Background: an optimization exercise with open tools, aiming at small area, a short achievable clock period and few clock cycles per item. Do not read the settings as production practice. The RTL was checked by simulation tests, not by an equivalence proof against the original design. Power and IR drop assume default switching activity.

Setup of exp/harbor:
==> flow/design.v (excerpt) <==
module multicycle_arithmetic(
    input clk, rst, start,
    input [1:0] op,
    input [7:0] a, b,
    output reg done,
    output [15:0] result
);
    reg        busy;
    reg [1:0]  opr;
    reg [1:0]  cnt;
    reg [7:0]  Bx;      
    reg [16:0] W;
    assign result = W[15:0];
    function [8:0] rca8(input [7:0] x, input [7:0] y, input ci);
        integer i;
        reg c;
        begin
            c = ci;
            for (i = 0; i < 8; i = i + 1) begin
                rca8[i] = x[i] ^ y[i] ^ c;
                c = (x[i] & y[i]) | (x[i] & c) | (y[i] & c);
            end
            rca8[8] = c;
        end
    endfunction
    wire big = b[7] | b[6];
    wire is_mul = (opr == 2'd2);
    wire is_div = (opr == 2'd3);
    wire inv    = opr[0];           
    wire last   = (cnt == 2'd0);
    wire bz     = &Bx;              
    wire [7:0] y1 = Bx & {8{~is_mul | W[0]}};
    wire [8:0] s1 = rca8(W[15:8], y1, inv);
    wire       g1 = W[16] | s1[8];
    wire [7:0] r1 = g1 ? s1[7:0] : W[15:8];
    wire [7:0] x2 = is_mul ? s1[8:1] : {r1[6:0], W[7]};
    wire [7:0] y2 = Bx & {8{~is_mul | W[1]}};
    wire [8:0] s2 = rca8(x2, y2, ~is_mul);
    wire       g2 = r1[7] | s2[8];
    wire [7:0] r2 = g2 ? s2[7:0] : x2;
    wire [16:0] as_res  = {1'b0, {7{inv & ~s1[8]}}, inv ^ s1[8], s1[7:0]};
    wire [16:0] mul_res = {1'b0, s2, s1[0], W[7:2]};
    wire [16:0] div_res = {last ? {9{bz}} : {r2, W[6]}, W[5:0], g1, g2};
    always @(posedge clk or posedge rst) begin
        if (rst) begin
            busy <= 1'b0;
            done <= 1'b0;
        end else begin
            done <= busy & last;
            if (busy) begin
                if (last) busy <= 1'b0;
            end else if (start) begin
                busy <= 1'b1;
            end
        end
    end
    always @(posedge clk) begin
        Bx  <= b ^ {8{op[0]}};
        opr <= op;
        if (busy) begin
            cnt <= cnt - 2'd1;
            W   <= is_div ? div_res : is_mul ? mul_res : as_res;
  ...
For scale: ~270 cells after synthesis, roughly 31 flip-flops, ~38 I/O pins.
clock: 35.0 ns
lec_check: 0
cap_margin: 20
core_margin: 2
core_utilization: 80
cts_buf_list: sky130_fd_sc_hd__clkbuf_2 sky130_fd_sc_hd__clkbuf_4
cts_cluster_diameter: 200
cts_cluster_size: 40
slew_margin: 20
standard.sh (not shown) runs the stock make flow with config.mk's settings and CLKGATE_MAP_FILE= SYNTH_SCRIPT=/design/flow/synth_recipe.tcl, a recipe that flattens the netlist after the stock synthesis.
==> flow/flow/run.sh <==
#!/bin/bash
# Standard ORFS layout, with the port buffers made from the smallest
# plain buffer, and timing repair asked to leave 27 ns of setup slack.
set -euo pipefail
export BUFFER_PORTS_ARGS="-buffer_cell sky130_fd_sc_hd__buf_1"
export SETUP_SLACK_MARGIN=27
bash standard.sh > standard.log 2>&1
Testbench counts of exp/harbor, summed over its fixed seeds: cycles 9,343, items 3,200.
Modified inputs, exp/yarrow compared to exp/harbor
# exp/harbor
export LEC_CHECK = 0
export CAP_MARGIN = 20
export CORE_MARGIN = 2
export CORE_UTILIZATION = 80
export CTS_BUF_LIST = sky130_fd_sc_hd__clkbuf_2 sky130_fd_sc_hd__clkbuf_4
export CTS_CLUSTER_DIAMETER = 200
export CTS_CLUSTER_SIZE = 40
export SLEW_MARGIN = 20
create_clock -name core_clock -period 35.0 [get_ports {clk}]
# exp/yarrow
export LEC_CHECK = 0
export CAP_MARGIN = 20
export CORE_MARGIN = 2
export CORE_UTILIZATION = 40
export SLEW_MARGIN = 20
create_clock -name core_clock -period 35.0 [get_ports {clk}]
==> flow/flow/run.sh <==
#!/bin/bash
# Standard ORFS layout, with the port buffers made from the smallest
# plain buffer, and timing repair asked to leave 28 ns of setup slack.
set -euo pipefail
export BUFFER_PORTS_ARGS="-buffer_cell sky130_fd_sc_hd__buf_1"
export SETUP_SLACK_MARGIN=28
bash standard.sh > standard.log 2>&1
## What came out
exp/yarrow completed end to end with timing, DRC and antenna clean.
Per the comparison of exp/yarrow with exp/harbor, top fanout value on the critical path lower, signed area change from the synthesized netlist to the final layout grew by 41 points, wire length of the first global-routing pass went up by 24%, standard-cell row count went up 8, fmax rose by about 2.4%.
exp/yarrow ended up with result[6] as its end point of the critical path; exp/harbor ended up with result[1].
Of the two values seen for most common library cell in the layout ignoring fill and taps, buf_4 was produced by exp/yarrow and buf_1 by exp/harbor.
Lower share of power burned in the clock network was reported by exp/harbor, not exp/yarrow.
Relative to exp/harbor, the clock network power measured on exp/yarrow has increased by more than half.
## Diff of input files: exp/xenon against exp/yarrow
# exp/yarrow
export LEC_CHECK = 0
export CAP_MARGIN = 20
export CORE_MARGIN = 2
export CORE_UTILIZATION = 40
export SLEW_MARGIN = 20
create_clock -name core_clock -period 35.0 [get_ports {clk}]
# exp/xenon
export LEC_CHECK = 0
export CAP_MARGIN = 20
export CORE_MARGIN = 2
export CORE_UTILIZATION = 65
export SLEW_MARGIN = 20
create_clock -name core_clock -period 35.0 [get_ports {clk}]
==> flow/flow/run.sh <==
#!/bin/bash
# The standard ORFS layout (standard.sh) with three changes:
#  - synthesis maps the logic with an area-oriented ABC script
#    (flow/abc_area.script, via flow/synth.tcl);
#  - port buffers are the smallest plain buffer (buf_1) instead of a
#    delay cell;
#  - timing repair keeps 27.2 ns of setup slack, i.e. aims at an 8 ns
#    period instead of stopping at the 35 ns clock.
# make's output goes to standard.log; ORFS keeps each step's log in orfs/logs.
set -euo pipefail
export FLOW_WORK=$PWD
export MY_ABC_SCRIPT=$PWD/flow/abc_area.script
export BUFFER_PORTS_ARGS="-buffer_cell sky130_fd_sc_hd__buf_1"
export SETUP_SLACK_MARGIN=27.2
sed "s#SYNTH_SCRIPT=[^ ]*#SYNTH_SCRIPT=$PWD/flow/synth.tcl#" standard.sh > flow_standard.sh
grep -q "SYNTH_SCRIPT=$PWD/flow/synth.tcl" flow_standard.sh
bash flow_standard.sh > standard.log 2>&1
==> flow/flow/abc_area.script (new file) <==
&get -n
&st

&dch -f
&nf -R 1000 -F 8 -A 4
&put
mfs2
&get -n
&st
&dch -f
&nf -R 1000 -F 8 -A 4
&put
topo
stime -c
buffer -c
upsize -c
dnsize -c
==> flow/flow/synth.tcl (new file) <==
# The standard synthesis (synth_recipe.tcl, which sources ORFS's
# synth.tcl), except that the final ABC technology mapping of the
# combinational logic uses flow/abc_area.script. Registers are mapped
# before ABC runs, so they are the standard synthesis's.
proc abc {args} {
  set i [lsearch -exact $args -script]
  if {$i >= 0} { lset args [expr {$i + 1}] $::env(MY_ABC_SCRIPT) }
  yosys abc {*}$args
}
source $::env(FLOW_WORK)/synth_recipe.tcl
### Flow results
exp/xenon ran to completion and came out clean on the timing, design-rule and antenna checks. On clock buffer count, the lower figure sits with exp/yarrow, not exp/xenon. On total number of vias: exp/xenon sits below exp/yarrow. Against exp/yarrow as the reference, exp/xenon delivers a higher post-CTS clock slew at the launch and capture registers of the worst setup and hold paths. The maximum clock frequency of exp/xenon is lower than that of exp/yarrow. Diff exp/yarrow -> exp/xenon: cell area -800 um^2; number of cells traversed by the worst register-to-register path +13%; setup skew after layout was more or less identical; routed wire length on met2 went down about 20%. Number of standard cells in the layout, taps in and fillers out in exp/xenon vs exp/yarrow: down 49. The run showing the greater pre-CTS worst setup slack is exp/xenon.
[inputs] exp/pepper vs exp/xenon
--- a/flow/flow/run.sh
+++ b/flow/flow/run.sh
@@ -5,5 +5,5 @@
 #  - port buffers are the smallest plain buffer (buf_1) instead of a
 #    delay cell;
-#  - timing repair keeps 27.2 ns of setup slack, i.e. aims at an 8 ns
+#  - timing repair keeps 27 ns of setup slack, i.e. aims at an 8 ns
 #    period instead of stopping at the 35 ns clock.
 # make's output goes to standard.log; ORFS keeps each step's log in orfs/logs.
@@ -12,5 +12,5 @@
 export MY_ABC_SCRIPT=$PWD/flow/abc_area.script
 export BUFFER_PORTS_ARGS="-buffer_cell sky130_fd_sc_hd__buf_1"
-export SETUP_SLACK_MARGIN=27.2
+export SETUP_SLACK_MARGIN=27
 sed "s#SYNTH_SCRIPT=[^ ]*#SYNTH_SCRIPT=$PWD/flow/synth.tcl#" standard.sh > flow_standard.sh
 grep -q "SYNTH_SCRIPT=$PWD/flow/synth.tcl" flow_standard.sh
==> flow/flow/abc_area.script <==
&get -n
&st
&dch -f
&nf -R 1000
&put
mfs2
&get -n
&st
&dch -f
&nf -R 1000
&put
topo
stime -c
buffer -c
upsize -c
dnsize -c
Results
Delta (exp/pepper minus exp/xenon): met2 capacity usage during global routing went down by 2.6 points, inserted tap cell count +4.5%, final worst-path cycle share up 0.33 points, global-route wire length before repair +640 um.
Between exp/xenon and exp/pepper, final-layout worst hold slack decreased.
Worst setup path endpoint: done -> exp/xenon, result[1] -> exp/pepper
Between exp/pepper and exp/xenon, the sequential power figures differ only marginally.
[inputs] exp/cedar vs exp/pepper
# exp/pepper
export LEC_CHECK = 0
export CAP_MARGIN = 20
export CORE_MARGIN = 2
export CORE_UTILIZATION = 65
export SLEW_MARGIN = 20
create_clock -name core_clock -period 35.0 [get_ports {clk}]
# exp/cedar
export LEC_CHECK = 0
export CAP_MARGIN = 20
export CORE_MARGIN = 2
export CORE_UTILIZATION = 40
export SLEW_MARGIN = 20
create_clock -name core_clock -period 35.0 [get_ports {clk}]
==> flow/flow/run.sh <==
#!/bin/bash
# Standard ORFS layout, with the port buffers made from the smallest
# plain buffer, and timing repair asked to leave 26 ns of setup slack.
set -euo pipefail
export BUFFER_PORTS_ARGS="-buffer_cell sky130_fd_sc_hd__buf_1"
export SETUP_SLACK_MARGIN=26
bash standard.sh > standard.log 2>&1
removed: flow/flow/abc_area.script
removed: flow/flow/synth.tcl
## What came out
Every stage of the flow completed for exp/cedar, and the final layout passed the timing, design-rule and antenna checks.
Sort exp/pepper and exp/cedar by power desc -> top: exp/pepper
A classification of the worst setup path of flop to primary output is what exp/pepper shows, while input pin to flop belongs to exp/cedar.
Post-detailed-route count of antenna-violating nets came out exactly the same in exp/pepper and exp/cedar.
Of exp/pepper and exp/cedar, the run reporting the higher area after synthesis was exp/cedar.

-- afterwards: timing with drivers on the ports --
Ports are ideal in the flow. The routed layouts listed here were re-timed in OpenROAD. Step 1 sets driving cells, clkbuf_16 on the clock port and buf_2 on the other inputs (assumed; they add their load-dependent delay and slew). Step 2, shift: input delay + t, output delay - t, t = (earliest + latest rising clock arrival at the registers) / 2. This alone moves slack from input paths to output paths. Three values: ideal ports, drivers, drivers and shift; two values: the first two.
run | shift t [ns] | setup WS [ns] | worst data-port slew with drivers (ns)
exp/harbor | 0.360 | 27.049 / 27.024 / 26.701 | 0.04
exp/yarrow | 0.314 | 27.233 / 27.205 / 26.937 | 0.08
exp/xenon | 0.349 | 27.165 / 27.141 / 26.867 | 0.03
exp/pepper | 0.359 | 27.049 / 27.029 / 26.760 | 0.04
exp/cedar | 0.318 | 26.371 / 26.376 / 26.058 | 0.03
After both steps setup and hold are still met in every run listed. The setup slack of exp/harbor, which loses most, moves by -0.025 ns with the drivers and by -0.348 ns with both steps.
